Context: an optimization exercise on an open-source flow, tuned for small area and a short achievable clock period. The choices shown serve that exercise and are no tape-out recipe.

==> raven <==
==> flow/design.v <==
`default_nettype none
`timescale 1ps/1ps
module wbDualPortBRAM #(
    parameter ADDR_WIDTH = 7,
    parameter DATA_WIDTH = 32,
    localparam MEM_SIZE   = (1 << ADDR_WIDTH)
) (
    input wire                            i_clk,
    input wire                            i_rst,
    input wire                            i_wb_cyc,
    input wire                            i_wb_stb,
    input wire                            i_wb_we,
    input wire [ADDR_WIDTH-1:0]           i_wb_adr,
    input wire [DATA_WIDTH-1:0]           i_wb_dat,
    input wire [DATA_WIDTH/8-1:0]         i_wb_sel,
    output reg                            o_wb_ack,
    output reg [DATA_WIDTH-1:0]           o_wb_dat,
    output reg                            o_wb_err
);
    localparam NB = DATA_WIDTH/8;
    logic [MEM_SIZE-1:0][DATA_WIDTH-1:0] mem;
    logic                  ack_q;
    logic [DATA_WIDTH-1:0] rdat_q;
    assign o_wb_err = 1'b0;
    wire req = i_wb_stb && i_wb_cyc;
    always_ff @(posedge i_clk or posedge i_rst) begin
        if (i_rst) begin
            ack_q    <= 1'b0;
            o_wb_ack <= 1'b0;
        end else begin
            ack_q    <= req;
            o_wb_ack <= ack_q;
        end
    end
    logic [MEM_SIZE-1:0] dec;
    for (genvar w = 0; w < MEM_SIZE; w++) begin : g_dec
        assign dec[w] = (i_wb_adr == w);
    end
    wire [NB-1:0] wbe = i_wb_sel & {NB{req && i_wb_we && !i_rst}};
    for (genvar w = 0; w < MEM_SIZE; w++) begin : g_word
        for (genvar b = 0; b < NB; b++) begin : g_byte
            always_ff @(posedge i_clk)
                if (wbe[b] && dec[w])
                    mem[w][b*8 +: 8] <= i_wb_dat[b*8 +: 8];
        end
    end
    logic [MEM_SIZE-1:0][DATA_WIDTH-1:0] sel_w;
    for (genvar w = 0; w < MEM_SIZE; w++) begin : g_rd
        assign sel_w[w] = mem[w] & {DATA_WIDTH{dec[w]}};
    end
    logic [DATA_WIDTH-1:0] rd;
    always_comb begin
        rd = '0;
        for (int w = 0; w < MEM_SIZE; w++)
            rd = rd | sel_w[w];
    end
    always_ff @(posedge i_clk) begin
        rdat_q   <= rd;
        o_wb_dat <= rdat_q;
    end
endmodule
==> flow/run.sh <==
#!/bin/bash
# synth_recipe.tcl (not shown) runs the flow's synth.tcl, then flattens the netlist and writes it again
# the make line also repeats each setting of config.mk as NAME=value (left out here)
make -C /OpenROAD-flow-scripts/flow DESIGN_CONFIG=/design/flow/config.mk WORK_HOME=/design/flow/orfs CLKGATE_MAP_FILE= SYNTH_SCRIPT=/design/flow/synth_recipe.tcl finish
==> flow/config.mk <==
export PLATFORM = sky130hd
export DESIGN_NAME = wbDualPortBRAM
export DESIGN_NICKNAME = wbDualPortBRAM
export VERILOG_FILES = /design/flow/design.v
export SDC_FILE = /design/flow/constraint.sdc
export NUM_CORES = 4
export LEC_CHECK = 0
export CAP_MARGIN = 20
export CELL_PAD_IN_SITES_DETAIL_PLACEMENT = 1
export CELL_PAD_IN_SITES_GLOBAL_PLACEMENT = 2
export CORE_MARGIN = 2
export CORE_UTILIZATION = 60
export CTS_BUF_LIST = sky130_fd_sc_hd__clkbuf_8
export CTS_CLUSTER_DIAMETER = 60
export CTS_CLUSTER_SIZE = 40
export PLACE_DENSITY = 0.7
export SETUP_SLACK_MARGIN = 4.0
export SLEW_MARGIN = 20
==> flow/constraint.sdc <==
create_clock -name core_clock -period 6.5 [get_ports {i_clk}]
set_input_delay 1.3000 -clock core_clock [delete_from_list [all_inputs] [get_ports {i_clk}]]
set_output_delay 1.3000 -clock core_clock [all_outputs]
set_load 0.01 [all_outputs]
==> amber: changes against raven <==
--- a/flow/design.v
+++ b/flow/design.v
@@ -20,7 +20,7 @@
     localparam NB = DATA_WIDTH/8;
     logic [MEM_SIZE-1:0][DATA_WIDTH-1:0] mem;
     logic                  ack_q;
-    logic [DATA_WIDTH-1:0] rdat_q;
+    logic [ADDR_WIDTH-1:0] radr_q;
     assign o_wb_err = 1'b0;
     wire req = i_wb_stb && i_wb_cyc;
     always_ff @(posedge i_clk or posedge i_rst) begin
@@ -32,21 +32,20 @@
             o_wb_ack <= ack_q;
         end
     end
-    logic [MEM_SIZE-1:0] dec;
-    for (genvar w = 0; w < MEM_SIZE; w++) begin : g_dec
-        assign dec[w] = (i_wb_adr == w);
-    end
     wire [NB-1:0] wbe = i_wb_sel & {NB{req && i_wb_we && !i_rst}};
     for (genvar w = 0; w < MEM_SIZE; w++) begin : g_word
+        wire hit = (i_wb_adr == w);
         for (genvar b = 0; b < NB; b++) begin : g_byte
             always_ff @(posedge i_clk)
-                if (wbe[b] && dec[w])
+                if (wbe[b] && hit)
                     mem[w][b*8 +: 8] <= i_wb_dat[b*8 +: 8];
         end
     end
+    always_ff @(posedge i_clk)
+        radr_q <= i_wb_adr;
     logic [MEM_SIZE-1:0][DATA_WIDTH-1:0] sel_w;
     for (genvar w = 0; w < MEM_SIZE; w++) begin : g_rd
-        assign sel_w[w] = mem[w] & {DATA_WIDTH{dec[w]}};
+        assign sel_w[w] = mem[w] & {DATA_WIDTH{radr_q == w}};
     end
     logic [DATA_WIDTH-1:0] rd;
     always_comb begin
@@ -54,8 +53,6 @@
         for (int w = 0; w < MEM_SIZE; w++)
             rd = rd | sel_w[w];
     end
-    always_ff @(posedge i_clk) begin
-        rdat_q   <= rd;
-        o_wb_dat <= rdat_q;
-    end
+    always_ff @(posedge i_clk)
+        o_wb_dat <= rd;
 endmodule
--- a/flow/config.mk
+++ b/flow/config.mk
@@ -14,5 +14,5 @@
 export CTS_CLUSTER_DIAMETER = 60
 export CTS_CLUSTER_SIZE = 40
 export PLACE_DENSITY = 0.7
-export SETUP_SLACK_MARGIN = 4.0
+export SETUP_SLACK_MARGIN = 4.1
 export SLEW_MARGIN = 20
==> run summary <==
- In amber the synthesized cell count is larger than in raven, by 1.4%.
- amber stopped in global routing (5_1_grt) (GRT-0116). raven died in global routing (5_1_grt) (GRT-0116).
- Synthesized area is about the same in amber and raven.
Function was not checked in any run of this note: the RTL went through the layout flow alone.
